This design comes from an exercise in tuning for small area on the open sky130 flow, not from production work.
In this exercise RTL edits were held to simulation tests only and were not proved equivalent to the original.
The flow treats the clock pin as an ideal source, which a real chip does not have.
No activity file was given, so power comes from the tool's default toggle rates.

**flow/design.v**
```verilog
module pong(clk, row, column, left, right, pause, reset, barra, bola);
	input clk;
	input [9:0] row, column;
	input right, left, pause, reset;
	output reg barra;
	output reg bola;
	reg [7:0] lf;
	wire lz = ~|lf[6:0];
	wire tick = lz & ~lf[7];
	wire fb = lf[7] ^ lf[5] ^ lf[4] ^ lf[3] ^ lz;
	reg [9:0] yc;
	reg [8:0] x1c;
	reg [9:0] y1c;
	reg srv, dxn, dyn;
	function [10:0] add10(input [9:0] a, input [9:0] b);
		integer i;
		reg c;
		begin
			c = 1'b0;
			for (i = 0; i < 10; i = i + 1) begin
				add10[i] = a[i] ^ b[i] ^ c;
				c = (a[i] & b[i]) | (a[i] & c) | (b[i] & c);
			end
			add10[10] = c;
		end
	endfunction
	function [9:0] add9(input [8:0] a, input [8:0] b);
		integer i;
		reg c;
		begin
			c = 1'b0;
			for (i = 0; i < 9; i = i + 1) begin
				add9[i] = a[i] ^ b[i] ^ c;
				c = (a[i] & b[i]) | (a[i] & c) | (b[i] & c);
			end
			add9[9] = c;
		end
	endfunction
	function [9:0] step10(input [9:0] v, input d, input e);
		integer i;
		reg c;
		begin
			c = e;
			for (i = 0; i < 10; i = i + 1) begin
				step10[i] = v[i] ^ c;
				c = c & (v[i] ^ d);
			end
		end
	endfunction
	wire [10:0] spc = add10(column, yc);
	wire [9:0] sbr = add9(row[8:0], x1c);
	wire [10:0] sbc = add10(column, y1c);
	wire prow = (row[9:3] == 7'd55) | (row == 10'd448);
	wire pcol = spc[10] & (spc[9:7] == 3'd0) &
		(~spc[6] | (spc[5:3] == 3'd0 & ~(spc[2] & (spc[1] | spc[0]))));
	wire brow = ~row[9] & sbr[9] & (sbr[8:4] == 5'd0) & ~(sbr[3] & (sbr[2] | (sbr[1] & sbr[0])));
	wire bcol = sbc[10] & (sbc[9:4] == 6'd0) & ~(sbc[3] & (sbc[2] | (sbc[1] & sbc[0])));
	always @(posedge clk) begin
		barra <= prow & pcol;
		bola <= brow & bcol;
	end
	wire [10:0] h = add10(~y1c, yc);
	wire fneg = ~h[10] & (h[9:4] == 6'h3f) & (h[3] | h[2]);
	wire fpos = h[10] & (h[9:7] == 3'd0) & (~h[6] | (h[5:3] == 3'd0 & ~(h[2] & (h[1] | h[0]))));
	wire hit = ~x1c[8] & ~x1c[7] & ~x1c[5] & x1c[4] & ~x1c[3] & x1c[2] & ~x1c[1] & ~x1c[0] & (fneg | fpos);
	wire hup = fpos & (h[6] | h[5] | (h[4] & (h[3] | (h[2] & h[1] & h[0]))));
	wire x0 = (x1c == 9'h1ff);
	wire y0 = (y1c == 10'h3ff);
	wire y630 = (y1c == ~10'd630);
	wire out = ~x1c[8] & ~x1c[7] & ~x1c[6] & ~x1c[3] & ~x1c[2];
	reg ndx, ndy;
	always @(*) begin
		ndx = dxn;
		ndy = dyn;
		if (dxn && x0) ndx = 1'b0;
		if (dyn && y0) ndy = 1'b0;
		if (!dyn && y630) ndy = 1'b1;
		if (hit) begin
			ndx = 1'b1;
			ndy = !hup;
		end
	end
	wire ydn = !left;
	wire ymax = ~yc[9] & ~yc[5] & ~yc[4] & ~yc[2] & ~yc[0];
	wire ymove = tick & (ydn ? (yc != 10'h3ff) : (!right && !ymax));
	wire [9:0] ycn = step10(yc, !ydn, ymove);
	wire diag = !srv || hit;
	wire [9:0] x1cn = step10({1'b1, x1c}, !(diag ? ndx : 1'b0), tick);
	wire [9:0] y1cn = step10(y1c, !ndy, tick & diag);
	wire ld = !reset | (tick & out);
	always @(posedge clk) begin
		lf <= reset ? {lf[6:0], fb} : 8'd1;
		yc <= reset ? ycn : ~10'd320;
		x1c <= ld ? ~9'd20 : x1cn[8:0];
		y1c <= ld ? ~10'd320 : y1cn;
		if (ld) begin
			srv <= 1'b1;
		end else if (tick && diag) begin
			srv <= 1'b0;
			dxn <= ndx;
			dyn <= ndy;
		end
	end
endmodule
```
**flow/flow/run.sh**
```bash
#!/bin/bash
# Layout flow: the standard flow (standard.sh) with these changes:
#  - synthesis maps the logic with ABC for area (dch + amap) instead of
#    ORFS's delay script; everything else in synthesis is unchanged, so the
#    registers are those of the standard synthesis;
#  - the port buffers are the smallest buffer, buf_1;
#  - the clock tree is built of clkbuf_4, and flow/post_cts.tcl upsizes
#    to clkbuf_8 the buffers whose clock pins would see too high a slew.
# The make output goes to flow.log here; ORFS's own logs are under orfs/logs.
set -euo pipefail
W=$(pwd)
F=$W/flow
sed 's|  log_cmd abc {\*}\$abc_args|  log_cmd abc -script '"$F"'/area.abc {*}[lrange $abc_args 2 end]|' \
	"$FLOW_HOME/scripts/synth.tcl" > "$W/synth_area.tcl"
grep -q 'area.abc' "$W/synth_area.tcl"
sed "s|source \$::env(SCRIPTS_DIR)/synth.tcl|source $W/synth_area.tcl|" \
	"$W/synth_recipe.tcl" > "$W/synth_recipe_area.tcl"
grep -q 'synth_area.tcl' "$W/synth_recipe_area.tcl"
bash "$W/standard.sh" "SYNTH_SCRIPT=$W/synth_recipe_area.tcl" \
	"BUFFER_PORTS_ARGS=-buffer_cell sky130_fd_sc_hd__buf_1" \
	"CTS_ARGS=-sink_clustering_enable -repair_clock_nets -dont_use_dummy_load -buf_list sky130_fd_sc_hd__clkbuf_4 -root_buf sky130_fd_sc_hd__clkbuf_4" \
	"POST_CTS_TCL=$F/post_cts.tcl" finish > "$W/flow.log" 2>&1
```
**flow/flow/area.abc**
```
strash
dch -f
amap
topo
```
**flow/flow/post_cts.tcl**
```tcl
estimate_parasitics -placement
set resized 0
foreach inst [get_cells *] {
  if { ![string match "*clkbuf_4" [get_property $inst ref_name]] } { continue }
  set out [get_pins -of_objects $inst -filter "direction==output"]
  set worst 0.0
  foreach p [get_pins -of_objects [get_nets -of_objects $out] -filter "direction==input"] {
    set s [get_property $p slew_max]
    if { $s > $worst } { set worst $s }
  }
  if { $worst > 0.110 } {
    replace_cell $inst sky130_fd_sc_hd__clkbuf_8
    incr resized
    puts "post_cts: [get_full_name $inst] worst sink slew $worst ns, now clkbuf_8"
  }
}
puts "post_cts: resized $resized clock buffers"
if { $resized > 0 } {
  detailed_placement
  check_placement -verbose
  estimate_parasitics -placement
}
```
**flow/standard.sh**
```bash
#!/bin/bash
# synth_recipe.tcl (not shown) runs the flow's synth.tcl, then flattens the netlist and writes it again
# the make line also repeats each setting of config.mk as NAME=value (left out here)
make -C /OpenROAD-flow-scripts/flow DESIGN_CONFIG=/design/flow/config.mk WORK_HOME=/design/flow/orfs CLKGATE_MAP_FILE= SYNTH_SCRIPT=/design/flow/synth_recipe.tcl "${@:-finish}"
```
**flow/config.mk**
```make
export PLATFORM = sky130hd
export DESIGN_NAME = pong
export DESIGN_NICKNAME = pong
export VERILOG_FILES = /design/flow/design.v
export SDC_FILE = /design/flow/constraint.sdc
export NUM_CORES = 4
export LEC_CHECK = 0
export CAP_MARGIN = 20
export CORE_MARGIN = 2
export CORE_UTILIZATION = 40
export GPL_TIMING_DRIVEN = 0
export PLACE_DENSITY = 0.6
export SLEW_MARGIN = 20
```
**flow/constraint.sdc**
```tcl
create_clock -name core_clock -period 10.0 [get_ports {clk}]
set_input_delay 2.0000 -clock core_clock [delete_from_list [all_inputs] [get_ports {clk}]]
set_output_delay 2.0000 -clock core_clock [all_outputs]
set_load 0.01 [all_outputs]
```
==> results of run 1 <==
## kinds of logic (layout without fill, tap and decap cells)
family	Yosys count	count (layout)	synth area share
DFF	42	42	0.3008
buffers and inverters	77	107	0.1010
and+or+nand+nor	63	63	0.1124
AOI/OAI and AO/OA	89	89	0.2234
adders and majority gates	39	39	0.2624
## through the flow
stage | hold WS [ns] | utilization
6_report | 0.4400 | 0.4574
5_1_grt | 0.4626 | 0.4574
3_5_place_dp | 0.4307 | 0.4483
3_3_place_gp | 0.4308 | 0.4477
2_1_floorplan | 0.4121 | -
## synth_stat cells (3+ instances only)
cell type,count,area share
sky130_fd_sc_hd__a21boi_0,3,0.0079
sky130_fd_sc_hd__a21oi_1,13,0.023
sky130_fd_sc_hd__a221oi_1,7,0.021
sky130_fd_sc_hd__a31oi_1,3,0.0066
sky130_fd_sc_hd__clkinv_1,77,0.10
sky130_fd_sc_hd__dfxtp_1,40,0.28
sky130_fd_sc_hd__fa_1,35,0.24
sky130_fd_sc_hd__ha_1,4,0.017
sky130_fd_sc_hd__nand2_1,6,0.0079
sky130_fd_sc_hd__nand3_1,5,0.0087
sky130_fd_sc_hd__nor2_1,21,0.028
sky130_fd_sc_hd__nor2b_1,4,0.0087
sky130_fd_sc_hd__nor3_1,9,0.016
sky130_fd_sc_hd__nor4_1,11,0.024
sky130_fd_sc_hd__o21ai_0,19,0.033
sky130_fd_sc_hd__o221ai_1,33,0.10
## state kept, by name (all words and copies together), names as in the netlist
name,flops
y1c,10
yc,10
x1c,9
lf,8
barra,1
bola,1
dxn,1
dyn,1
srv,1
## layer usage
metal  track usage  vias to the layer above  part of all wire
met4       0.06474                        0             0.015
met2        0.2953                       46              0.47
met1        0.2568                     1138              0.49
li1              -                     1191                 -
met5             0                        -                 0
met3       0.03172                        6             0.034
## power breakdown
group / total (uW) / switching, uW / internal, uW
registers: 176 / 4.57 / 172
clock network: 90.6 / 54.2 / 36.4
logic: 50.3 / 29.8 / 20.5
total: 317 / 88.6 / 229
## layout make-up
cell class,instances,area (um^2)
clock buffer,5,56.30
fill,673,3727
inverter,77,289.0
multi-input combinational,191,1722
sequential,42,860.8
tap,96,120.1
timing repair buffer,25,93.84
## worst min-delay path: cells and delay by family (launching register included)
kind                   cells  cell delay [ns]
and+or+nand+nor            1             0.04
buffers and inverters      1             0.06
DFF                        1             0.31
## how the worst max path moves through the flow
stage	start	endpoint	slack (ns)	cells after the start
final	y1c[0]	y1c[8]	1.07	38
after global routing	y1c[0]	y1c[9]	0.08	40
after detailed placement	y1c[0]	y1c[9]	0.71	40
after global placement	y1c[0]	y1c[8]	0.80	38
after floorplan	y1c[0]	y1c[8]	2.04	38
==> impl_summary.txt, run 1 <==
----------------------------------------------------
[STA]
  Final Cycle Share ... 0.8928
  Number of slew-limit violations in the final report ... 0
  RSZ-0062 raised after global routing ... false
  Total Neg Setup Slack ... 0 ns
  Max-slew headroom ... 0.5021
  Count of endpoints failing hold in the final timing report ... 0
  Smallest setup slack after layout ... 1.072 ns
  Max Clock Freq ... 112.0 MHz
  Clock period minus final worst setup slack ... 8.928 ns
  Layout Skew ... 0.009764 ns
  Slew at the pin closest to its max-slew limit ... 0.7468 ns
  Finish-stage setup viols ... 0

[Worst setup path]
  Critical-path cell with the highest stage delay ... sky130_fd_sc_hd__clkinv_1
  Register-to-register path setup slack ... 1.07 ns
  Number of buffers and inverters on the critical path ... 12
  Required time reported for the critical path endpoint ... 10.23 ns
  FF-to-FF End ... y1c[8]
  Most Frequent Cell on Critical Path ... sky130_fd_sc_hd__clkinv_1
  Setup CP Type ... reg -> reg
  Data arrival, critical path ... 9.16 ns
  Worst path top cell family by delay ... adder cells
  Setup crit end kind ... flop
  Crit Reg-Reg Startpoint ... y1c[0]
  Critical path launch point type ... flop
  Reg2Reg Depth ... 38
  Largest stage delay on the critical path ... 0.46 ns
  Peak fanout along the critical path ... 10

[Drt]
  DRC ... 0
  Routed wire length per instance ... 14.94 um
  Final antenna-violating net count ... 0
  Pre-antenna DRT Iters ... 4
  DRC violation total after the first TritonRoute iteration ... 140
  Total via count after detailed routing ... 2381
  Ratio of routed vias to standard cells ... 5.461
  Final Routed Wirelength ... 6514 um

[Hold path]
  Hold EP ... lf[4]
  Worst min-delay path class ... reg -> reg
  Cell count of the worst hold path ... 2
  Critical hold path startpoint ... lf[3]

[Power]
  Tot Pwr ... 317.2 uW
  Power per unit of standard cell area ... 101.0 nW/um^2
  Maximum resistive drop on vdd ... 0.04803 mV
  Total leakage power ... 0.0009995 uW

[Run status]
  Result of the run ... timing/DRC/antenna clean

[Floorplanning]
  Horiz. Die Dim ... 88.58 um
  Chip height ... 88.58 um
  Number of top-level design ports ... 27
  Initial standard-cell utilization of the core ... 0.4166
  Total die area ... 7846 um^2
  Total core area ... 6869 um^2
  Number of placement rows ... 30

[Finish]
  Antenna diode instance count ... 0
  Most frequent standard cell in the layout excluding fill and tap cells ... sky130_fd_sc_hd__clkinv_1
  Area of all placed cells without fillers ... 3142 um^2
  Ratio of cells with drive above 1 in the final layout ... 0.02059
  Most used cells in the layout excluding fill and tap cells ... sky130_fd_sc_hd__clkinv_1, sky130_fd_sc_hd__dfxtp_1, sky130_fd_sc_hd__fa_1, sky130_fd_sc_hd__o221ai_1, sky130_fd_sc_hd__buf_1
  Area growth syn-to-layout ... 9.794%
  Post-route insts no fill ... 436
  Layout net count ... 406

[Place]
  Count of buffers inserted at the top-level ports ... 25
  Post-placement cell count ... 431
  Worst Setup Slack post-DPL ... 0.7148 ns
  HPWL after detailed placement ... 5294 um
  Final weighted congestion in routability-driven placement ... 0.9153
  Cell area after placement ... 3079 um^2

[Synth]
  Number of distinct library cells after synthesis ... 30
  Flip-flop and latch count after synthesis ... 42
  Post-Syn Nets ... 374
  Primary flip-flop cell chosen by synthesis mapping ... sky130_fd_sc_hd__dfxtp_1
  Synthesized area per cell ... 9.231 um^2
  Mapped Area ... 2861 um^2
  Number of warnings reported in the yosys synthesis log ... 1
  Number of enable flip-flop cells after synthesis ... 2
  Sequential element share of the synthesized area ... 0.3008
  Fraction of synthesis flops using an asynchronous set or reset pin ... 0
  Cell count after synthesis ... 310

[Job]
  Number of max-cap violations ... 0

[GRT]
  Via count of the first global-routing pass ... 2282
  Number of antenna violations at the first check in global routing ... 0
  Global Route Usage Sum ... 0.1857
  Largest net degree at the start of global routing ... 17
  Wire length of the first global-routing pass ... 11030 um
  Global-route congestion overflow total ... 0

[Clocking]
  TritonCTS clock tree ... done
  # clock sinks ... 42
  Worst skew pair latency ... 0.33 ns
  Clock slew at the register clock pins of the worst setup and hold paths ... 0.08 ns

----------------------------------------------------
==> inputs of run 2 (changes only) <==
--- a/flow/config.mk
+++ b/flow/config.mk
@@ -7,7 +7,7 @@
 export LEC_CHECK = 0
 export CAP_MARGIN = 20
 export CORE_MARGIN = 2
-export CORE_UTILIZATION = 40
+export CORE_UTILIZATION = 62
 export GPL_TIMING_DRIVEN = 0
-export PLACE_DENSITY = 0.6
+export PLACE_DENSITY = 0.75
 export SLEW_MARGIN = 20
==> run 2 against run 1 <==
Synthesized area is the same. Clock power increased by 7.1%. Die area shrank 34%. Worst hold slack better by 0.0082 ns. Non-clock buffer count unchanged. Fmax fell by 0.22%. Final cell count shrank 10%. Power grew 1.7%.
==> impl_summary.txt, run 2 <==
----------------------------------------------------
[Drt]
  DRC ... 0 (unchanged)
  Final Routed Wirelength ... 6358 um (-2.4%)
  DRC violation total after the first TritonRoute iteration ... 162 (+16%)
  Pre-antenna DRT Iters ... 6 (+2)
  Final antenna-violating net count ... 0 (unchanged)
  Total via count after detailed routing ... 2408 (+1.1%)
  Ratio of routed vias to standard cells ... 6.143 (+12%)
  Routed wire length per instance ... 16.22 um (+8.6%)

[Clocking]
  TritonCTS clock tree ... done
  # clock sinks ... 42 (unchanged)
  Clock slew at the register clock pins of the worst setup and hold paths ... 0.08 ns (about the same)
  Worst skew pair latency ... 0.34 ns (about the same)

[Finish]
  Antenna diode instance count ... 0 (unchanged)
  Ratio of cells with drive above 1 in the final layout ... 0.02353 (+0.002941)
  Registers with the highest flip-flop counts ... y1c x10, yc x10, x1c x9
  Post-route insts no fill ... 392 (-10%)
  Final core utilization ... 0.7007 (+0.2433)
  Layout net count ... 406 (unchanged)
  Area growth syn-to-layout ... 8.089%
  Most frequent standard cell in the layout excluding fill and tap cells ... sky130_fd_sc_hd__clkinv_1
  Most used cells in the layout excluding fill and tap cells ... sky130_fd_sc_hd__clkinv_1, sky130_fd_sc_hd__dfxtp_1, sky130_fd_sc_hd__fa_1, sky130_fd_sc_hd__o221ai_1, sky130_fd_sc_hd__buf_1
  Area of all placed cells without fillers ... 3093 um^2 (-1.6%)

[STA]
  Clock period minus final worst setup slack ... 8.947 ns (+0.01942 ns)
  Slew at the pin closest to its max-slew limit ... 0.8210 ns (+0.07422 ns)
  Total Neg Setup Slack ... 0 ns (unchanged)
  RSZ-0062 raised after global routing ... false
  Layout Skew ... 0.007367 ns (-0.002397 ns)
  Finish-stage setup viols ... 0 (unchanged)
  Number of slew-limit violations in the final report ... 0 (unchanged)
  Smallest setup slack after layout ... 1.053 ns (-0.01942 ns)
  Max Clock Freq ... 111.8 MHz (-0.22%)
  Final Cycle Share ... 0.8947 (+0.001942)
  Max-slew headroom ... 0.4490 (-0.05315)
  Count of endpoints failing hold in the final timing report ... 0 (unchanged)

[Worst setup path]
  Data arrival, critical path ... 9.19 ns (+0.03 ns)
  Setup CP Type ... reg -> reg
  Largest stage delay on the critical path ... 0.52 ns (+0.06 ns)
  Peak fanout along the critical path ... 10 (unchanged)
  Critical path launch point type ... flop
  Critical-path cell with the highest stage delay ... sky130_fd_sc_hd__o21ai_1
  Most Frequent Cell on Critical Path ... sky130_fd_sc_hd__clkinv_1
  Required time reported for the critical path endpoint ... 10.24 ns (about the same)
  Setup crit end kind ... flop

[Power]
  Total leakage power ... 0.001006 uW (+0.64%)
  Maximum resistive drop on vdd ... 0.1164 mV (+140%)
  Power per unit of standard cell area ... 104.3 nW/um^2 (+3.3%)

[Synth]
  Number of enable flip-flop cells after synthesis ... 2 (unchanged)
  Primary flip-flop cell chosen by synthesis mapping ... sky130_fd_sc_hd__dfxtp_1
  Complex-gate fraction of the synthesized area ... 0.2234 (unchanged)
  Flip-flop and latch count after synthesis ... 42 (unchanged)
  Largest cells by area after synthesis ... sky130_fd_sc_hd__dfxtp_1, sky130_fd_sc_hd__fa_1, sky130_fd_sc_hd__clkinv_1, sky130_fd_sc_hd__o221ai_1, sky130_fd_sc_hd__o21ai_0
  Number of distinct library cells after synthesis ... 30 (unchanged)
  Largest family of logic cells by synthesized area ... adder cells
  Number of warnings reported in the yosys synthesis log ... 1 (unchanged)
  Sequential element share of the synthesized area ... 0.3008 (unchanged)
  Multiplexer share of the synthesized area ... 0 (unchanged)
  Synthesized area per cell ... 9.231 um^2 (unchanged)
  Top cells by count, synth ... sky130_fd_sc_hd__clkinv_1, sky130_fd_sc_hd__dfxtp_1, sky130_fd_sc_hd__fa_1
  Arithmetic-cell share of the synthesized area counting full adders, half adders and majority gates ... 0.2624 (unchanged)
  Post-synthesis simple-gate area fraction ... 0.1124 (unchanged)
  Cell count after synthesis ... 310 (unchanged)
  Synthesized-area fraction occupied by xor and xnor cells ... 0 (unchanged)
  Top-count cell post-synth ... sky130_fd_sc_hd__clkinv_1
  Share of the synthesized area in the top cell type ... 0.2798 (unchanged)
  Mapped Area ... 2861 um^2 (unchanged)
  Fraction of synthesis flops using an asynchronous set or reset pin ... 0 (unchanged)
  Library cell occupying the most area in the post-synthesis netlist ... sky130_fd_sc_hd__dfxtp_1
  Post-Syn Nets ... 374 (unchanged)

[GRT]
  Global Route Usage Sum ... 0.2843 (+0.09865)
  Number of antenna violations at the first check in global routing ... 0 (unchanged)
  Via count of the first global-routing pass ... 2462 (+7.9%)
  Global-route congestion overflow total ... 0 (unchanged)
  Wire length of the first global-routing pass ... 11340 um (+2.7%)
  Largest net degree at the start of global routing ... 17 (unchanged)

[Place]
  Count of buffers inserted at the top-level ports ... 25 (unchanged)
  Cell area after placement ... 3024 um^2 (-1.8%)
  HPWL after detailed placement ... 5134 um (-3.0%)
  Final weighted congestion in routability-driven placement ... 0.8776 (-4.1%)
  Post-placement cell count ... 387 (-10%)
  Worst Setup Slack post-DPL ... 0.3942 ns (-0.3206 ns)

[Floorplanning]
  Number of top-level design ports ... 27 (unchanged)
  Total die area ... 5175 um^2 (-34%)
  Total core area ... 4414 um^2 (-36%)
  Horiz. Die Dim ... 71.94 um (-19%)
  Number of placement rows ... 24 (-20%)
  Initial standard-cell utilization of the core ... 0.6482 (+0.2317)
  Chip height ... 71.94 um (-19%)

[Hold path]
  Worst min-delay path class ... reg -> reg

[Job]
  Number of max-cap violations ... 0 (unchanged)

[Run status]
  Result of the run ... timing/DRC/antenna clean

----------------------------------------------------
==> run 2: cell counts after synthesis <==
No cell type changed its count.
==> run 2: power by group <==
group	switching (uW)	total, uW	internal [uW]	leakage, uW
combinational	28.9	49.1	20.2	0.000630
sequential	4.72	176	172	0.000343
clock	56.4	97.0	40.6	0.0000334
==> run 2: layout make-up <==
class                           count  area (um^2)
Tap cell                           52        65.06
Inverter                           77        289.0
Sequential cell                    42        860.8
Multi-Input combinational cell    191         1722
Clock buffer                        5        62.56
Fill cell                         396         1321
Timing Repair Buffer               25        93.84
==> run 2: critical path, delay by kind of cell (launching register included) <==
| kind | cells | cell delay, ns |
|---|---|---|
| buffers and inverters | 12 | 1.65 |
| DFF | 1 | 0.43 |
| and+or+nand+nor | 3 | 0.81 |
| adders and majority gates | 10 | 3.50 |
| AOI/OAI and AO/OA | 13 | 2.49 |
==> run 2: kinds of logic (layout without fill, tap and decap cells) <==
logic type / count (synthesis) / after routing
adder cells (fa/ha/maj): 39 / 39
flip-flops: 42 / 42
AND/OR/NAND/NOR: 63 / 63
AO/OA/AOI/OAI: 89 / 89
buffers and inverters: 77 / 107
==> run 2: worst paths after layout <==
path,from,endpoint,slack (ns),depth (start not counted)
setup / recovery,y1c[0],y1c[8],1.05,38
hold reg to reg,lf[3],lf[4],0.45,2
hold / removal,lf[3],lf[4],0.45,2
setup reg to reg,y1c[0],y1c[8],1.05,38
==> run 2: stage by stage <==
step                      power (uW)  hold slack (ns)
after floorplan                210.6           0.4121
after global placement         227.6           0.4354
after detailed placement       229.2           0.4390
after global routing           339.3           0.4695
final                          322.5           0.4482
==> run 2: metal layers <==
metal | wire [um] | global-route usage | share of wire
met1 | 3011 | 0.4121 | 0.47
met2 | 3005 | 0.4506 | 0.47
met5 | 0 | 0 | 0
met4 | 85 | 0.05870 | 0.013
met3 | 256 | 0.05833 | 0.040
==> inputs of run 3 (changes only) <==
--- a/flow/config.mk
+++ b/flow/config.mk
@@ -7,7 +7,7 @@
 export LEC_CHECK = 0
 export CAP_MARGIN = 20
 export CORE_MARGIN = 2
-export CORE_UTILIZATION = 62
+export CORE_UTILIZATION = 80
 export GPL_TIMING_DRIVEN = 0
-export PLACE_DENSITY = 0.75
+export PLACE_DENSITY = 0.88
 export SLEW_MARGIN = 20
==> run 3 against run 2 <==
Still clean. Worst setup slack lost 0.42 ns. Synthesized cell count unchanged. Clock power down 15%. Via count increased by 14%. Combinational power rose by 11%. Critical path type unchanged. Largest cell class unchanged. Largest power group unchanged.
==> impl_summary.txt, run 3 <==
----------------------------------------------------
[Worst setup path]
  Register-to-register path setup slack ... 0.63 ns (-0.42 ns)
  Setup crit end kind ... flop
  Worst path top cell family by delay ... adder cells
  FF-to-FF End ... y1c[9]
  Critical path launch point type ... flop
  Most Frequent Cell on Critical Path ... sky130_fd_sc_hd__clkinv_1
  Largest stage delay on the critical path ... 0.44 ns (-0.08 ns)
  Setup CP Type ... reg -> reg
  Reg2Reg Depth ... 40 (+5.3%)
  CP Depth ... 40 (+5.3%)
  Crit Reg-Reg Startpoint ... y1c[0]
  Peak fanout along the critical path ... 10 (unchanged)
  Number of buffers and inverters on the critical path ... 12 (unchanged)
  Critical-path cell with the highest stage delay ... sky130_fd_sc_hd__dfxtp_1
  Required time reported for the critical path endpoint ... 10.29 ns (+0.05 ns)
  Data arrival, critical path ... 9.65 ns (+0.46 ns)

[Place]
  Final weighted congestion in routability-driven placement ... 0.9207 (+4.9%)
  Worst Setup Slack post-DPL ... 0.05296 ns (-0.3413 ns)
  Count of buffers inserted at the top-level ports ... 25 (unchanged)
  HPWL after detailed placement ... 5959 um (+16%)

[Clocking]
  Clock slew at the register clock pins of the worst setup and hold paths ... 0.12 ns (+0.04 ns)
  # clock sinks ... 42 (unchanged)
  TritonCTS clock tree ... done
  Worst skew pair latency ... 0.36 ns (+0.02 ns)

[STA]
  RSZ-0062 raised after global routing ... false
  Count of endpoints failing hold in the final timing report ... 0 (unchanged)
  Final Cycle Share ... 0.9366 (+0.04187)
  Smallest setup slack after layout ... 0.6340 ns (-0.4187 ns)
  Clock period minus final worst setup slack ... 9.366 ns (+0.4187 ns)
  Total Neg Setup Slack ... 0 ns (unchanged)
  Layout Skew ... 0.03349 ns (+0.02612 ns)
  Finish-stage setup viols ... 0 (unchanged)
  Number of slew-limit violations in the final report ... 0 (unchanged)
  Slew at the pin closest to its max-slew limit ... 0.7868 ns (-0.03422 ns)
  Max-slew headroom ... 0.4754 (+0.02648)
  Max Clock Freq ... 106.8 MHz (-4.5%)

[Power]
  Total leakage power ... 0.001000 uW (-0.57%)
  Power per unit of standard cell area ... 102.0 nW/um^2 (-2.2%)
  Maximum resistive drop on vdd ... 0.09063 mV (-22%)

[Synth]
  Primary flip-flop cell chosen by synthesis mapping ... sky130_fd_sc_hd__dfxtp_1
  Cell count after synthesis ... 310 (unchanged)
  Post-Syn Nets ... 374 (unchanged)
  Synthesized area per cell ... 9.231 um^2 (unchanged)
  Fraction of synthesis flops using an asynchronous set or reset pin ... 0 (unchanged)
  Sequential element share of the synthesized area ... 0.3008 (unchanged)
  Top-count cell post-synth ... sky130_fd_sc_hd__clkinv_1
  Number of enable flip-flop cells after synthesis ... 2 (unchanged)
  Top cells by count, synth ... sky130_fd_sc_hd__clkinv_1, sky130_fd_sc_hd__dfxtp_1, sky130_fd_sc_hd__fa_1
  Share of the synthesized area in the top cell type ... 0.2798 (unchanged)
  Number of warnings reported in the yosys synthesis log ... 1 (unchanged)
  Largest cells by area after synthesis ... sky130_fd_sc_hd__dfxtp_1, sky130_fd_sc_hd__fa_1, sky130_fd_sc_hd__clkinv_1, sky130_fd_sc_hd__o221ai_1, sky130_fd_sc_hd__o21ai_0
  Number of distinct library cells after synthesis ... 30 (unchanged)
  Library cell occupying the most area in the post-synthesis netlist ... sky130_fd_sc_hd__dfxtp_1
  Mapped Area ... 2861 um^2 (unchanged)
  Flip-flop and latch count after synthesis ... 42 (unchanged)

[GRT]
  Wire length of the first global-routing pass ... 12810 um (+13%)
  Global-route congestion overflow total ... 0 (unchanged)
  Number of antenna violations at the first check in global routing ... 0 (unchanged)
  Global Route Usage Sum ... 0.4178 (+0.1335)
  Largest net degree at the start of global routing ... 17 (unchanged)
  Via count of the first global-routing pass ... 2694 (+9.4%)

[Floorplanning]
  Total core area ... 3390 um^2 (-23%)
  Number of placement rows ... 21 (-13%)
  Number of top-level design ports ... 27 (unchanged)
  Chip height ... 63.81 um (-11%)
  Total die area ... 4071 um^2 (-21%)
  Initial standard-cell utilization of the core ... 0.8442 (+0.1960)
  Horiz. Die Dim ... 63.81 um (-11%)

[Finish]
  Antenna diode instance count ... 0 (unchanged)
  Most used cells in the layout excluding fill and tap cells ... sky130_fd_sc_hd__clkinv_1, sky130_fd_sc_hd__dfxtp_1, sky130_fd_sc_hd__fa_1, sky130_fd_sc_hd__o221ai_1, sky130_fd_sc_hd__buf_1
  Ratio of cells with drive above 1 in the final layout ... 0.02941 (+0.005882)
  Most frequent standard cell in the layout excluding fill and tap cells ... sky130_fd_sc_hd__clkinv_1
  Area growth syn-to-layout ... 7.740%
  Registers with the highest flip-flop counts ... y1c x10, yc x10, x1c x9
  Layout net count ... 406 (unchanged)

[Drt]
  Total via count after detailed routing ... 2756 (+14%)
  Routed wire length per instance ... 20.65 um (+27%)
  Ratio of routed vias to standard cells ... 7.140 (+16%)
  Final Routed Wirelength ... 7971 um (+25%)
  Pre-antenna DRT Iters ... 5 (-1)
  Final antenna-violating net count ... 0 (unchanged)
  DRC ... 0 (unchanged)
  DRC violation total after the first TritonRoute iteration ... 400 (+150%)

[Hold path]
  Hold EP ... lf[4]
  Worst min-delay path class ... reg -> reg
  Cell count of the worst hold path ... 2 (unchanged)
  Critical hold path startpoint ... lf[3]

[Run status]
  Result of the run ... timing/DRC/antenna clean

[Job]
  Number of max-cap violations ... 0 (unchanged)

----------------------------------------------------
-- run 3: power by group --
part | switching (uW) | leakage (uW) | total, uW | internal [uW]
registers | 5.32 | 0.000343 | 177 | 172
logic | 33.2 | 0.000632 | 54.4 | 21.2
clock network | 55.0 | 0.0000256 | 82.8 | 27.8
total | 93.5 | 0.00100 | 314 | 221
-- run 3: cell families (layout without fill, tap and decap cells) --
| logic type | Yosys count | count (layout) | share of synthesized area |
|---|---|---|---|
| AOI/OAI and AO/OA | 89 | 89 | 0.2234 |
| buffers and inverters | 77 | 107 | 0.1010 |
| and+or+nand+nor | 63 | 63 | 0.1124 |
| DFF | 42 | 42 | 0.3008 |
| adders and majority gates | 39 | 39 | 0.2624 |
-- run 3: metrics by stage --
step / instances / util / hold WS (ns) / cell area (um^2) / total power (uW)
6_report: 386 / 0.9096 / 0.4597 / 3083 / 314.4
5_1_grt: 386 / 0.9096 / 0.4820 / 3083 / 320.9
3_5_place_dp: 381 / 0.8889 / 0.4453 / 3013 / 231.3
3_3_place_gp: 381 / 0.8889 / 0.4277 / 3013 / 226.6
2_1_floorplan: 310 / - / 0.4121 / 2861 / 210.6
-- run 3: how the worst max path moves through the flow --
stage / startpoint / to
6_report: y1c[0] / y1c[9]
5_1_grt: y1c[0] / y1c[9]
3_5_place_dp: y1c[0] / y1c[8]
3_3_place_gp: y1c[0] / y1c[8]
2_1_floorplan: y1c[0] / y1c[8]
-- run 3: cell type report --
type	count	area, um^2
multi-input combinational	191	1737
sequential	42	860.8
fill	146	306.5
inverter	77	290.3
timing repair buffer	25	93.84
tap	46	57.56
clock buffer	5	43.79
-- run 3: metal layers --
layer / GRT usage / vias up / wire (um)
met5: 0 / - / 0
met4: 0.2147 / 0 / 476
met3: 0.09859 / 65 / 866
met2: 0.6888 / 232 / 3771
met1: 0.5121 / 1288 / 2856
li1: - / 1171 / -
-- run 3: worst register-to-register path: cells and delay by family, from the launching register on --
kind / cells / cell delay [ns]
AO/OA/AOI/OAI: 15 / 2.52
AND/OR/NAND/NOR: 3 / 0.82
flip-flops: 1 / 0.44
buffers and inverters: 12 / 1.86
adder cells (fa/ha/maj): 10 / 3.65
==> inputs of run 4 (changes only) <==
--- a/flow/config.mk
+++ b/flow/config.mk
@@ -7,7 +7,7 @@
 export LEC_CHECK = 0
 export CAP_MARGIN = 20
 export CORE_MARGIN = 2
-export CORE_UTILIZATION = 80
+export CORE_UTILIZATION = 55
 export GPL_TIMING_DRIVEN = 0
-export PLACE_DENSITY = 0.88
+export PLACE_DENSITY = 0.7
 export SLEW_MARGIN = 20
==> run 4 against run 3 <==
Fmax rose by 6.3%. Critical path depth fell by 2. Final area rose by 0.65%. Sequential share of layout area fell by 0.18 points. Sequential cell count did not move. Synthesized area did not move. Power barely moved. Register-to-register slack improved by 0.56 ns. Highest routed layer unchanged. Critical endpoint is now y1c[8]. Still clean on timing, DRC and antenna. Largest power group unchanged. Final cell count rose by 6.2%. Sequential power barely moved. Combinational power fell by 9.9%.
==> impl_summary.txt, run 4 <==
----------------------------------------------------
[Run status]
  Result of the run ... timing/DRC/antenna clean

[Synth]
  Fraction of synthesis flops using an asynchronous set or reset pin ... 0 (unchanged)
  Flip-flop and latch count after synthesis ... 42 (unchanged)
  Top cells by count, synth ... sky130_fd_sc_hd__clkinv_1, sky130_fd_sc_hd__dfxtp_1, sky130_fd_sc_hd__fa_1
  Number of distinct library cells after synthesis ... 30 (unchanged)
  Primary flip-flop cell chosen by synthesis mapping ... sky130_fd_sc_hd__dfxtp_1
  Cell count after synthesis ... 310 (unchanged)
  Library cell occupying the most area in the post-synthesis netlist ... sky130_fd_sc_hd__dfxtp_1
  Largest cells by area after synthesis ... sky130_fd_sc_hd__dfxtp_1, sky130_fd_sc_hd__fa_1, sky130_fd_sc_hd__clkinv_1, sky130_fd_sc_hd__o221ai_1, sky130_fd_sc_hd__o21ai_0
  Post-Syn Nets ... 374 (unchanged)
  Mapped Area ... 2861 um^2 (unchanged)
  Top-count cell post-synth ... sky130_fd_sc_hd__clkinv_1
  Synthesized area per cell ... 9.231 um^2 (unchanged)
  Sequential element share of the synthesized area ... 0.3008 (unchanged)
  Share of the synthesized area in the top cell type ... 0.2798 (unchanged)
  Number of enable flip-flop cells after synthesis ... 2 (unchanged)
  Number of warnings reported in the yosys synthesis log ... 1 (unchanged)

[STA]
  Finish-stage setup viols ... 0 (unchanged)
  Clock period minus final worst setup slack ... 8.807 ns (-0.5586 ns)
  RSZ-0062 raised after global routing ... false
  Layout Skew ... 0.03717 ns (+0.003674 ns)
  Max-slew headroom ... 0.4920 (+0.01654)
  Smallest setup slack after layout ... 1.193 ns (+0.5586 ns)
  Total Neg Setup Slack ... 0 ns (unchanged)
  Slew at the pin closest to its max-slew limit ... 0.7569 ns (-0.02989 ns)
  Final Cycle Share ... 0.8807 (-0.05586)
  Number of slew-limit violations in the final report ... 0 (unchanged)
  Count of endpoints failing hold in the final timing report ... 0 (unchanged)
  Max Clock Freq ... 113.5 MHz (+6.3%)

[Drt]
  DRC violation total after the first TritonRoute iteration ... 139 (-65%)
  Final Routed Wirelength ... 6225 um (-22%)
  DRC ... 0 (unchanged)
  Final antenna-violating net count ... 0 (unchanged)
  Ratio of routed vias to standard cells ... 5.795 (-19%)
  Pre-antenna DRT Iters ... 4 (-1)
  Total via count after detailed routing ... 2376 (-14%)
  Routed wire length per instance ... 15.18 um (-26%)

[Worst setup path]
  Worst setup path startpoint ... y1c[0]
  Crit Reg-Reg Startpoint ... y1c[0]
  Register-to-register path setup slack ... 1.19 ns (+0.56 ns)
  FF-to-FF End ... y1c[8]
  Critical path launch point type ... flop
  Reg2Reg Depth ... 38 (-5.0%)
  Critical-path cell with the highest stage delay ... sky130_fd_sc_hd__nor4_1
  Peak fanout along the critical path ... 10 (unchanged)
  Required time reported for the critical path endpoint ... 10.24 ns (-0.05 ns)
  Setup crit end kind ... flop
  Data arrival, critical path ... 9.05 ns (-0.60 ns)
  Setup CP Type ... reg -> reg
  Largest stage delay on the critical path ... 0.48 ns (+0.04 ns)
  Most Frequent Cell on Critical Path ... sky130_fd_sc_hd__clkinv_1

[Finish]
  Number of filler cells placed in the layout ... 473 (+220%)
  Post-route insts no fill ... 410 (+6.2%)
  Antenna diode instance count ... 0 (unchanged)
  Ratio of cells with drive above 1 in the final layout ... 0.02059 (-0.008824)
  Most frequent standard cell in the layout excluding fill and tap cells ... sky130_fd_sc_hd__clkinv_1
  Multi-input gate area in the final layout ... 1715 um^2 (-1.2%)
  Registers with the highest flip-flop counts ... y1c x10, yc x10, x1c x9
  Layout net count ... 406 (unchanged)
  Area used by sequential logic in the layout ... 860.8 um^2 (unchanged)
  Most used cells in the layout excluding fill and tap cells ... sky130_fd_sc_hd__clkinv_1, sky130_fd_sc_hd__dfxtp_1, sky130_fd_sc_hd__fa_1, sky130_fd_sc_hd__o221ai_1, sky130_fd_sc_hd__buf_1
  Area growth syn-to-layout ... 8.439%

[GRT]
  Number of antenna violations at the first check in global routing ... 0 (unchanged)
  Via count of the first global-routing pass ... 2277 (-15%)
  Layer carrying the most global-route usage ... met2
  Largest net degree at the start of global routing ... 17 (unchanged)
  Met2 track demand over resource ... 0.3670 (-0.3218)
  Wire length of the first global-routing pass ... 10610 um (-17%)
  Global-route congestion overflow total ... 0 (unchanged)
  Global Route Usage Sum ... 0.2307 (-0.1871)
  GR Layer Usage met1 ... 0.3227 (-0.1894)
  Global-route met3 utilization ... 0.04147 (-0.05712)

[Power]
  Combinational Power Share ... 0.156 (-0.017)
  Net Sw Power ... 86.33 uW (-7.7%)
  Net Sw Frac ... 0.2744 (-0.02315)
  Maximum resistive drop on vdd ... 0.09080 mV (+0.20%)
  Total leakage power ... 0.001003 uW (+0.30%)
  Clk pwr share ... 0.283 (+0.019)
  Reg power frac ... 0.561 (-0.002)
  Power per unit of standard cell area ... 101.4 nW/um^2 (-0.58%)
  Int Power ... 228.3 uW (+3.4%)

[Place]
  Final weighted congestion in routability-driven placement ... 0.8795 (-4.5%)
  HPWL after detailed placement ... 5090 um (-15%)
  Post-placement cell count ... 405 (+6.3%)
  Worst Setup Slack post-DPL ... 0.8275 ns (+0.7745 ns)
  Count of buffers inserted at the top-level ports ... 25 (unchanged)

[Floorplanning]
  Total die area ... 5796 um^2 (+42%)
  Total core area ... 5075 um^2 (+50%)
  Number of placement rows ... 26 (+24%)
  Horiz. Die Dim ... 76.13 um (+19%)
  Number of top-level design ports ... 27 (unchanged)
  Initial standard-cell utilization of the core ... 0.5639 (-0.2804)
  Chip height ... 76.13 um (+19%)

[Hold path]
  Worst min-delay path class ... reg -> reg
  Critical hold path startpoint ... lf[3]
  Cell count of the worst hold path ... 2 (unchanged)
  Hold EP ... lf[4]

[Job]
  Number of max-cap violations ... 0 (unchanged)

[Clocking]
  Clock slew at the register clock pins of the worst setup and hold paths ... 0.11 ns (about the same)
  # clock sinks ... 42 (unchanged)
  TritonCTS clock tree ... done
  Worst skew pair latency ... 0.36 ns (about the same)

----------------------------------------------------
run 4: cell families (layout without fill, tap and decap cells):
family / Yosys count / after routing / share of synthesized area
buffers and inverters: 77 / 107 / 0.1010
and+or+nand+nor: 63 / 63 / 0.1124
adders and majority gates: 39 / 39 / 0.2624
DFF: 42 / 42 / 0.3008
AOI/OAI and AO/OA: 89 / 89 / 0.2234
run 4: power by group through the flow:
stage / Clock [uW] / Combinational [uW] / Sequential [uW]
floorplan: 0 / 31.6 / 179
global placement: 0 / 47.9 / 180
detailed placement: 0 / 49.3 / 180
global route: 100 / 56.6 / 177
finish: 89.1 / 49.0 / 176
run 4: worst max path at each step:
| stage | end | slack [ns] | cells past startpoint |
|---|---|---|---|
| floorplan | y1c[8] | 2.04 | 38 |
| global placement | y1c[8] | 0.88 | 38 |
| detailed placement | y1c[8] | 0.83 | 38 |
| global route | y1c[9] | 0.27 | 40 |
| finish | y1c[8] | 1.19 | 38 |
run 4: area by class of cell:
class                      count  share of cell area
timing repair buffer          25             0.03024
clock buffer                   5             0.01815
multi-input combinational    191              0.5528
inverter                      77             0.09314
sequential                    42              0.2774
tap                           70             0.02823
run 4: critical path: cells and delay by family, from the launching register on:
kind,cells,cell delay (ns)
buffers and inverters,12,1.58
adders and majority gates,10,3.53
AOI/OAI and AO/OA,13,2.29
DFF,1,0.42
and+or+nand+nor,3,0.88
run 4: metrics by stage:
step	instance area, um^2	util	power [uW]	hold slack [ns]
after floorplan	2861	-	210.6	0.4121
after global routing	3103	0.6114	333.7	0.4545
final	3103	0.6114	314.6	0.4441
after detailed placement	3047	0.6003	229.6	0.4344
after global placement	3043	0.5996	228.0	0.4320
run 4: routing by layer:
| layer | share of wire | wire length (um) | up-vias |
|---|---|---|---|
| met4 | 0.0064 | 40 | 0 |
| met3 | 0.047 | 292 | 4 |
| li1 | - | - | 1182 |
| met2 | 0.46 | 2887 | 63 |
| met5 | 0 | 0 | - |
| met1 | 0.48 | 3005 | 1127 |
==> inputs of run 5 (changes only) <==
--- a/flow/config.mk
+++ b/flow/config.mk
@@ -7,7 +7,7 @@
 export LEC_CHECK = 0
 export CAP_MARGIN = 20
 export CORE_MARGIN = 2
-export CORE_UTILIZATION = 55
+export CORE_UTILIZATION = 70
 export GPL_TIMING_DRIVEN = 0
-export PLACE_DENSITY = 0.7
+export PLACE_DENSITY = 0.8
 export SLEW_MARGIN = 20
==> run 5 against run 4 <==
Via count grew 1.7%. Die area is 20% lower. Final area shrank 1.2%. Sequential share of layout area grew 0.34 points. Final cell count is 4.9% lower. Sequential power barely moved. Register-to-register slack worse by 0.33 ns. Clock-buffer cell count stayed put. Wire length down 1.6%. Clock power down 12%. Critical path depth is the same. Critical path type unchanged. Critical endpoint unchanged. Largest cell class unchanged.
==> impl_summary.txt, run 5 <==
----------------------------------------------------
[Synth]
  Largest cells by area after synthesis ... sky130_fd_sc_hd__dfxtp_1, sky130_fd_sc_hd__fa_1, sky130_fd_sc_hd__clkinv_1, sky130_fd_sc_hd__o221ai_1, sky130_fd_sc_hd__o21ai_0
  Number of warnings reported in the yosys synthesis log ... 1 (unchanged)
  Sequential element share of the synthesized area ... 0.3008 (unchanged)
  Flip-flop and latch count after synthesis ... 42 (unchanged)
  Fraction of synthesis flops using an asynchronous set or reset pin ... 0 (unchanged)
  Number of distinct library cells after synthesis ... 30 (unchanged)
  Mapped Area ... 2861 um^2 (unchanged)
  Cell count after synthesis ... 310 (unchanged)
  Number of enable flip-flop cells after synthesis ... 2 (unchanged)
  Primary flip-flop cell chosen by synthesis mapping ... sky130_fd_sc_hd__dfxtp_1
  Post-Syn Nets ... 374 (unchanged)
  Top cells by count, synth ... sky130_fd_sc_hd__clkinv_1, sky130_fd_sc_hd__dfxtp_1, sky130_fd_sc_hd__fa_1
  Top-count cell post-synth ... sky130_fd_sc_hd__clkinv_1
  Synthesized area per cell ... 9.231 um^2 (unchanged)
  Share of the synthesized area in the top cell type ... 0.2798 (unchanged)
  Library cell occupying the most area in the post-synthesis netlist ... sky130_fd_sc_hd__dfxtp_1

[Place]
  HPWL after detailed placement ... 5040 um (-0.99%)
  Cell area after placement ... 3018 um^2 (-0.94%)
  Final weighted congestion in routability-driven placement ... 0.9445 (+7.4%)
  Worst Setup Slack post-DPL ... 0.8516 ns (+0.02407 ns)
  Count of buffers inserted at the top-level ports ... 25 (unchanged)

[GRT]
  Global-route congestion overflow total ... 0 (unchanged)
  Number of antenna violations at the first check in global routing ... 0 (unchanged)
  Via count of the first global-routing pass ... 2143 (-5.9%)
  Largest net degree at the start of global routing ... 17 (unchanged)
  Wire length of the first global-routing pass ... 10050 um (-5.2%)
  Global Route Usage Sum ... 0.2989 (+0.06818)

[Drt]
  Total via count after detailed routing ... 2416 (+1.7%)
  DRC ... 0 (unchanged)
  Pre-antenna DRT Iters ... 4 (unchanged)
  Final antenna-violating net count ... 0 (unchanged)
  Routed wire length per instance ... 15.70 um (+3.4%)
  DRC violation total after the first TritonRoute iteration ... 265 (+91%)
  Ratio of routed vias to standard cells ... 6.195 (+6.9%)
  Final Routed Wirelength ... 6123 um (-1.6%)

[Worst setup path]
  Critical path launch point type ... flop
  Most Frequent Cell on Critical Path ... sky130_fd_sc_hd__clkinv_1
  Number of buffers and inverters on the critical path ... 12 (unchanged)
  Setup crit end kind ... flop
  Data arrival, critical path ... 9.40 ns (+0.35 ns)
  Peak fanout along the critical path ... 10 (unchanged)
  Worst path top cell family by delay ... adder cells
  Critical-path cell with the highest stage delay ... sky130_fd_sc_hd__nor4_1
  Required time reported for the critical path endpoint ... 10.27 ns (+0.03 ns)
  Largest stage delay on the critical path ... 0.49 ns (about the same)
  Setup CP Type ... reg -> reg

[STA]
  Finish-stage setup viols ... 0 (unchanged)
  Total Neg Setup Slack ... 0 ns (unchanged)
  RSZ-0062 raised after global routing ... false
  Max Clock Freq ... 109.4 MHz (-3.6%)
  Layout Skew ... 0.02342 ns (-0.01375 ns)
  Smallest setup slack after layout ... 0.8614 ns (-0.3312 ns)
  Max-slew headroom ... 0.5182 (+0.02626)
  Clock period minus final worst setup slack ... 9.139 ns (+0.3312 ns)
  Slew at the pin closest to its max-slew limit ... 0.7226 ns (-0.03431 ns)
  Number of slew-limit violations in the final report ... 0 (unchanged)
  Final Cycle Share ... 0.9139 (+0.03312)
  Count of endpoints failing hold in the final timing report ... 0 (unchanged)

[Floorplanning]
  Initial standard-cell utilization of the core ... 0.7205 (+0.1567)
  Total core area ... 3971 um^2 (-22%)
  Number of top-level design ports ... 27 (unchanged)
  Chip height ... 67.94 um (-11%)
  Number of placement rows ... 23 (-12%)
  Horiz. Die Dim ... 67.94 um (-11%)
  Total die area ... 4615 um^2 (-20%)

[Finish]
  Most used cells in the layout excluding fill and tap cells ... sky130_fd_sc_hd__clkinv_1, sky130_fd_sc_hd__dfxtp_1, sky130_fd_sc_hd__fa_1, sky130_fd_sc_hd__o221ai_1, sky130_fd_sc_hd__buf_1
  Multi-input gate area in the final layout ... 1715 um^2 (unchanged)
  Ratio of cells with drive above 1 in the final layout ... 0.01765 (-0.002941)
  Number of filler cells placed in the layout ... 302 (-36%)
  Layout net count ... 406 (unchanged)
  Most frequent standard cell in the layout excluding fill and tap cells ... sky130_fd_sc_hd__clkinv_1
  Area of all placed cells without fillers ... 3065 um^2 (-1.2%)
  Area growth syn-to-layout ... 7.127%
  Registers with the highest flip-flop counts ... y1c x10, yc x10, x1c x9
  Area used by sequential logic in the layout ... 860.8 um^2 (unchanged)
  Antenna diode instance count ... 0 (unchanged)

[Power]
  Combinational Power Share ... 0.163 (+0.007)
  Maximum resistive drop on vdd ... 0.09739 mV (+7.2%)
  Clk pwr share ... 0.258 (-0.025)
  Total leakage power ... 0.0009942 uW (-0.90%)
  Int Power ... 219.9 uW (-3.6%)
  Net Sw Frac ... 0.2776 (+0.003196)
  Reg power frac ... 0.579 (+0.018)
  Power per unit of standard cell area ... 99.31 nW/um^2 (-2.0%)
  Net Sw Power ... 84.52 uW (-2.1%)

[Clocking]
  TritonCTS clock tree ... done
  Worst skew pair latency ... 0.35 ns (about the same)
  Clock slew at the register clock pins of the worst setup and hold paths ... 0.11 ns (about the same)
  # clock sinks ... 42 (unchanged)

[Job]
  Number of max-cap violations ... 0 (unchanged)

[Run status]
  Result of the run ... timing/DRC/antenna clean

[Hold path]
  Worst min-delay path class ... reg -> reg

----------------------------------------------------
-- run 5: layout make-up --
| type | instances | area share |
|---|---|---|
| Clock buffer | 5 | 0.01429 |
| Inverter | 77 | 0.09429 |
| Sequential cell | 42 | 0.2808 |
| Multi-Input combinational cell | 191 | 0.5596 |
| Tap cell | 50 | 0.02041 |
| Timing Repair Buffer | 25 | 0.03061 |
-- run 5: path summary, 6_finish.rpt --
check | from | slack [ns] | cells after the start | to
max | y1c[0] | 0.86 | 38 | y1c[8]
min | lf[3] | 0.45 | 2 | lf[4]
max reg2reg | y1c[0] | 0.86 | 38 | y1c[8]
min reg2reg | lf[3] | 0.45 | 2 | lf[4]
-- run 5: layer usage --
layer	share of wire	vias to the layer above	GRT usage
met5	0	-	0
met4	0.019	0	0.1100
met3	0.064	9	0.05592
met2	0.46	91	0.4466
met1	0.46	1122	0.4335
li1	-	1194	-
-- run 5: metrics by stage --
stage	hold WS, ns	std cells	total power, uW	utilization
after global placement	0.4320	385	227.4	0.7599
after detailed placement	0.4408	385	230.2	0.7599
after global routing	0.4755	390	321.2	0.7719
final	0.4462	390	304.4	0.7719
after floorplan	0.4121	310	210.6	-
-- run 5: logic make-up (layout without fill, tap and decap cells) --
kind of cell,Yosys count,after routing,synth area share
buffers and inverters,77,107,0.1010
AO/OA/AOI/OAI,89,89,0.2234
adder cells (fa/ha/maj),39,39,0.2624
AND/OR/NAND/NOR,63,63,0.1124
flip-flops,42,42,0.3008
-- run 5: power groups by stage --
stage | registers, uW | clock network [uW] | logic, uW
3_3_place_gp | 180 | 0 | 47.2
6_report | 176 | 78.4 | 49.6
5_1_grt | 177 | 86.9 | 57.1
2_1_floorplan | 179 | 0 | 31.6
3_5_place_dp | 180 | 0 | 49.9
-- run 5: worst register-to-register path: cells and delay by family (launching register included) --
family                   cells  cell delay (ns)
AO/OA/AOI/OAI               13             2.39
AND/OR/NAND/NOR              3             0.90
flip-flops                   1             0.43
adder cells (fa/ha/maj)     10             3.51
buffers and inverters       12             1.86
==> inputs of run 6 (changes only) <==
--- a/flow/design.v
+++ b/flow/design.v
@@ -10,8 +10,9 @@
 	wire fb = lf[7] ^ lf[5] ^ lf[4] ^ lf[3] ^ lz;
 	reg [9:0] yc;
 	reg [8:0] x1c;
-	reg [9:0] y1c;
+	reg [9:1] y1h;
 	reg srv, dxn, dyn;
+	wire [9:0] y1c = {y1h, srv | ~x1c[0]};
 	function [10:0] add10(input [9:0] a, input [9:0] b);
 		integer i;
 		reg c;
@@ -92,7 +93,7 @@
 		lf <= reset ? {lf[6:0], fb} : 8'd1;
 		yc <= reset ? ycn : ~10'd320;
 		x1c <= ld ? ~9'd20 : x1cn[8:0];
-		y1c <= ld ? ~10'd320 : y1cn;
+		y1h <= ld ? ~9'd160 : y1cn[9:1];
 		if (ld) begin
 			srv <= 1'b1;
 		end else if (tick && diag) begin
==> run 6 against run 5 <==
Core utilization rose by 0.35 points. Worst setup slack got worse by 0.047 ns. Sequential cell count is 1 lower. Critical path type unchanged. Critical endpoint is now x1c[8]. Largest cell class unchanged. Largest power group unchanged.
==> impl_summary.txt, run 6 <==
----------------------------------------------------
[STA]
  Layout Skew ... 0.007775 ns (-0.01564 ns)
  Worst hold slack ... 0.4487 ns (+0.002516 ns)
  Max Clock Freq ... 108.9 MHz (-0.51%)
  Slew at the pin closest to its max-slew limit ... 0.7572 ns (+0.03457 ns)
  Final Cycle Share ... 0.9186 (+0.004700)
  Total Neg Setup Slack ... 0 ns (unchanged)
  Clock period minus final worst setup slack ... 9.186 ns (+0.04700 ns)
  Count of endpoints failing hold in the final timing report ... 0 (unchanged)
  Number of slew-limit violations in the final report ... 0 (unchanged)
  Finish-stage setup viols ... 0 (unchanged)
  RSZ-0062 raised after global routing ... false
  Max-slew headroom ... 0.4918 (-0.02644)

[Floorplanning]
  Number of top-level design ports ... 27 (unchanged)
  Total core area ... 3971 um^2 (unchanged)
  Total die area ... 4600 um^2 (-0.32%)
  Number of placement rows ... 23 (unchanged)
  Horiz. Die Dim ... 67.83 um (-0.16%)
  Initial standard-cell utilization of the core ... 0.7180 (-0.002520)
  Chip height ... 67.83 um (-0.16%)

[Drt]
  Total via count after detailed routing ... 2388 (-1.2%)
  Ratio of routed vias to standard cells ... 6.000 (-3.1%)
  Pre-antenna DRT Iters ... 4 (unchanged)
  Final Routed Wirelength ... 6160 um (+0.60%)
  DRC violation total after the first TritonRoute iteration ... 107 (-60%)
  DRC ... 0 (unchanged)
  Final antenna-violating net count ... 0 (unchanged)
  Routed wire length per instance ... 15.48 um (-1.4%)

[Worst setup path]
  Data arrival, critical path ... 9.46 ns (+0.06 ns)
  Worst setup path startpoint ... y1h[1]
  Setup CP Type ... reg -> reg
  Setup crit end kind ... flop
  Peak fanout along the critical path ... 9 (-1)
  FF-to-FF End ... x1c[8]
  Required time reported for the critical path endpoint ... 10.28 ns (about the same)
  Register-to-register path setup slack ... 0.81 ns (-0.05 ns)
  Critical-path cell with the highest stage delay ... sky130_fd_sc_hd__nor4_1
  Critical path launch point type ... flop
  Critical Path End ... x1c[8]
  Most Frequent Cell on Critical Path ... sky130_fd_sc_hd__fa_1
  Largest stage delay on the critical path ... 0.57 ns (+0.08 ns)
  Crit Reg-Reg Startpoint ... y1h[1]
  Reg2Reg Depth ... 29 (-24%)

[Finish]
  Top reg by flops ... yc
  Number of flip-flops under the largest register name ... 10
  Ratio of cells with drive above 1 in the final layout ... 0.02011 (+0.002468)
  Number of filler cells placed in the layout ... 305 (+0.99%)
  Most frequent standard cell in the layout excluding fill and tap cells ... sky130_fd_sc_hd__clkinv_1
  Layout net count ... 414 (+2.0%)
  Antenna diode instance count ... 0 (unchanged)
  Registers with the highest flip-flop counts ... yc x10, x1c x9, y1h x9
  Post-route insts no fill ... 398 (+2.1%)
  Most used cells in the layout excluding fill and tap cells ... sky130_fd_sc_hd__clkinv_1, sky130_fd_sc_hd__dfxtp_1, sky130_fd_sc_hd__fa_1, sky130_fd_sc_hd__nor2_1, sky130_fd_sc_hd__buf_1
  Area growth syn-to-layout ... 7.986%
  Area of all placed cells without fillers ... 3079 um^2 (+0.45%)

[GRT]
  Global Route Usage Sum ... 0.3062 (+0.007371)
  Global-route congestion overflow total ... 0 (unchanged)
  Largest net degree at the start of global routing ... 14 (-3)
  Wire length of the first global-routing pass ... 10180 um (+1.2%)
  Via count of the first global-routing pass ... 2303 (+7.5%)
  Layer carrying the most global-route usage ... met2
  GR Layer Usage met1 ... 0.3490 (-0.08446)
  Number of antenna violations at the first check in global routing ... 0 (unchanged)
  Met2 track demand over resource ... 0.5637 (+0.1171)
  Global-route met3 utilization ... 0.07237 (+0.01645)

[Clocking]
  Worst skew pair latency ... 0.35 ns (about the same)
  # clock sinks ... 41 (-2.4%)
  Clock slew at the register clock pins of the worst setup and hold paths ... 0.08 ns (-0.03 ns)
  TritonCTS clock tree ... done

[Synth]
  Fraction of synthesis flops using an asynchronous set or reset pin ... 0 (unchanged)
  Synthesized-area fraction occupied by xor and xnor cells ... 0 (unchanged)
  Largest family of logic cells by synthesized area ... adder cells
  Synthesized area per cell ... 8.995 um^2 (-2.6%)
  Sequential element share of the synthesized area ... 0.2949 (-0.005965)
  Largest cells by area after synthesis ... sky130_fd_sc_hd__dfxtp_1, sky130_fd_sc_hd__fa_1, sky130_fd_sc_hd__clkinv_1, sky130_fd_sc_hd__o221ai_1, sky130_fd_sc_hd__nor2_1
  Arithmetic-cell share of the synthesized area counting full adders, half adders and majority gates ... 0.2633 (+0.0009209)
  Number of distinct library cells after synthesis ... 33 (+10%)
  Flip-flop and latch count after synthesis ... 41 (-2.4%)
  Multiplexer share of the synthesized area ... 0 (unchanged)
  Post-synthesis simple-gate area fraction ... 0.1382 (+0.02584)
  Number of warnings reported in the yosys synthesis log ... 1 (unchanged)
  Top cells by count, synth ... sky130_fd_sc_hd__clkinv_1, sky130_fd_sc_hd__dfxtp_1, sky130_fd_sc_hd__fa_1
  Complex-gate fraction of the synthesized area ... 0.2168 (-0.006675)
  Cell count after synthesis ... 317 (+2.3%)
  Top-count cell post-synth ... sky130_fd_sc_hd__clkinv_1
  Library cell occupying the most area in the post-synthesis netlist ... sky130_fd_sc_hd__dfxtp_1
  Share of the synthesized area in the top cell type ... 0.2738 (-0.006038)
  Number of enable flip-flop cells after synthesis ... 2 (unchanged)
  Post-Syn Nets ... 381 (+1.9%)
  Primary flip-flop cell chosen by synthesis mapping ... sky130_fd_sc_hd__dfxtp_1
  Mapped Area ... 2851 um^2 (-0.35%)

[Place]
  Cell area after placement ... 3023 um^2 (+0.17%)
  Post-placement cell count ... 393 (+2.1%)
  Final weighted congestion in routability-driven placement ... 0.8473 (-10%)
  HPWL after detailed placement ... 5021 um (-0.38%)
  Count of buffers inserted at the top-level ports ... 25 (unchanged)

[Power]
  Tot Pwr ... 304.5 uW (about the same)
  Power per unit of standard cell area ... 98.90 nW/um^2 (-0.42%)
  Total leakage power ... 0.001011 uW (+1.7%)
  Maximum resistive drop on vdd ... 0.08115 mV (-17%)

[Job]
  Number of max-cap violations ... 0 (unchanged)

[Run status]
  Result of the run ... timing/DRC/antenna clean

[Hold path]
  Worst min-delay path class ... reg -> reg

----------------------------------------------------
run 6: cell types whose count changed after synthesis, sizes merged, moves of 2 or more:
cell | previous run | this run
a21oi | 13 | 22
or2 | 0 | 2
clkinv | 77 | 66
a221o | 0 | 2
or3 | 0 | 2
o22ai | 2 | 7
o221ai | 33 | 20
nor2 | 21 | 34
a221oi | 7 | 5
nor4 | 11 | 9
nand4 | 2 | 4
nor3 | 9 | 6
run 6: area by class of cell:
cell class,count,area [um^2],area share
multi-input cells,210,1767,0.5737
repair buffers,26,105.1,0.03413
inverters,66,247.7,0.08046
flip-flops and latches,41,840.8,0.2731
well taps,50,62.56,0.02032
clock buffers,5,56.30,0.01829
run 6: kinds of logic (layout without fill, tap and decap cells):
kind of cell	count (synthesis)	in the layout
compound gates	92	92
simple gates	79	79
buf+inv	66	97
flops	41	41
fa+ha+maj	39	39
run 6: critical path: cells and delay by family (launching register included):
family | cells | cell delay, ns
fa+ha+maj | 9 | 3.37
compound gates | 11 | 2.79
simple gates | 5 | 1.68
flops | 1 | 0.53
buf+inv | 4 | 0.74
run 6: worst min-delay path by stage:
stage | from | cells after the start | end
finish | lf[3] | 2 | lf[4]
floorplan | lf[3] | 2 | lf[4]
global placement | lf[3] | 2 | lf[4]
global route | lf[3] | 2 | lf[4]
detailed placement | lf[3] | 2 | lf[4]
run 6: stage by stage:
step	setup slack [ns]	util
detailed placement	1.030	0.7612
global placement	1.126	0.7574
finish	0.8144	0.7754
global route	0.1129	0.7754
floorplan	2.197	-
run 6: power by group:
part | internal, uW | leakage (uW) | switching, uW
logic | 18.4 | 0.000652 | 25.3
registers | 167 | 0.000328 | 4.43
clock network | 36.2 | 0.0000308 | 52.8
run 6: routing by layer:
metal / wire (um) / vias up
met4: 114 / 0
met3: 303 / 12
met2: 3284 / 64
met1: 2458 / 1113
li1: - / 1199
met5: 0 / -

[port drivers added, routing unchanged]
Ports are ideal in the flow. The routed layouts listed here were re-timed in OpenROAD. Step 1 sets driving cells, clkbuf_16 on the clock port and buf_2 on the other inputs (assumed; they add their load-dependent delay and slew). Step 2 moves the port delays by t, midway between the first and last clock arrival at a register: inputs arrive t later, outputs are due t later. That takes back most of the time a late clock gives input paths. a / b / c = no drivers / after step 1 / after step 2; a / b = the first two.
| run | shift t [ns] | slack for setup (ns) | worst setup path at the end | clock arrival spread, ns | slew at the worst register clock pin (ns) |
|---|---|---|---|---|---|
| run 1 | 0.355 | 1.072 / 1.072 / 1.072 | register to register | 0.010 / 0.010 | 0.08 / 0.08 |
| run 2 | 0.360 | 1.053 / 1.053 / 1.053 | register to register | 0.008 / 0.007 | 0.08 / 0.08 |
| run 3 | 0.373 | 0.634 / 0.634 / 0.634 | register to register | 0.034 / 0.034 | 0.12 / 0.12 |
| run 4 | 0.366 | 1.193 / 1.193 / 1.193 | register to register | 0.037 / 0.037 | 0.11 / 0.11 |
| run 5 | 0.363 | 0.861 / 0.861 / 0.861 | register to register | 0.023 / 0.023 | 0.11 / 0.11 |
| run 6 | 0.369 | 0.814 / 0.814 / 0.814 | register to register | 0.008 / 0.008 | 0.08 / 0.08 |
After both steps setup and hold are still met in every run listed.
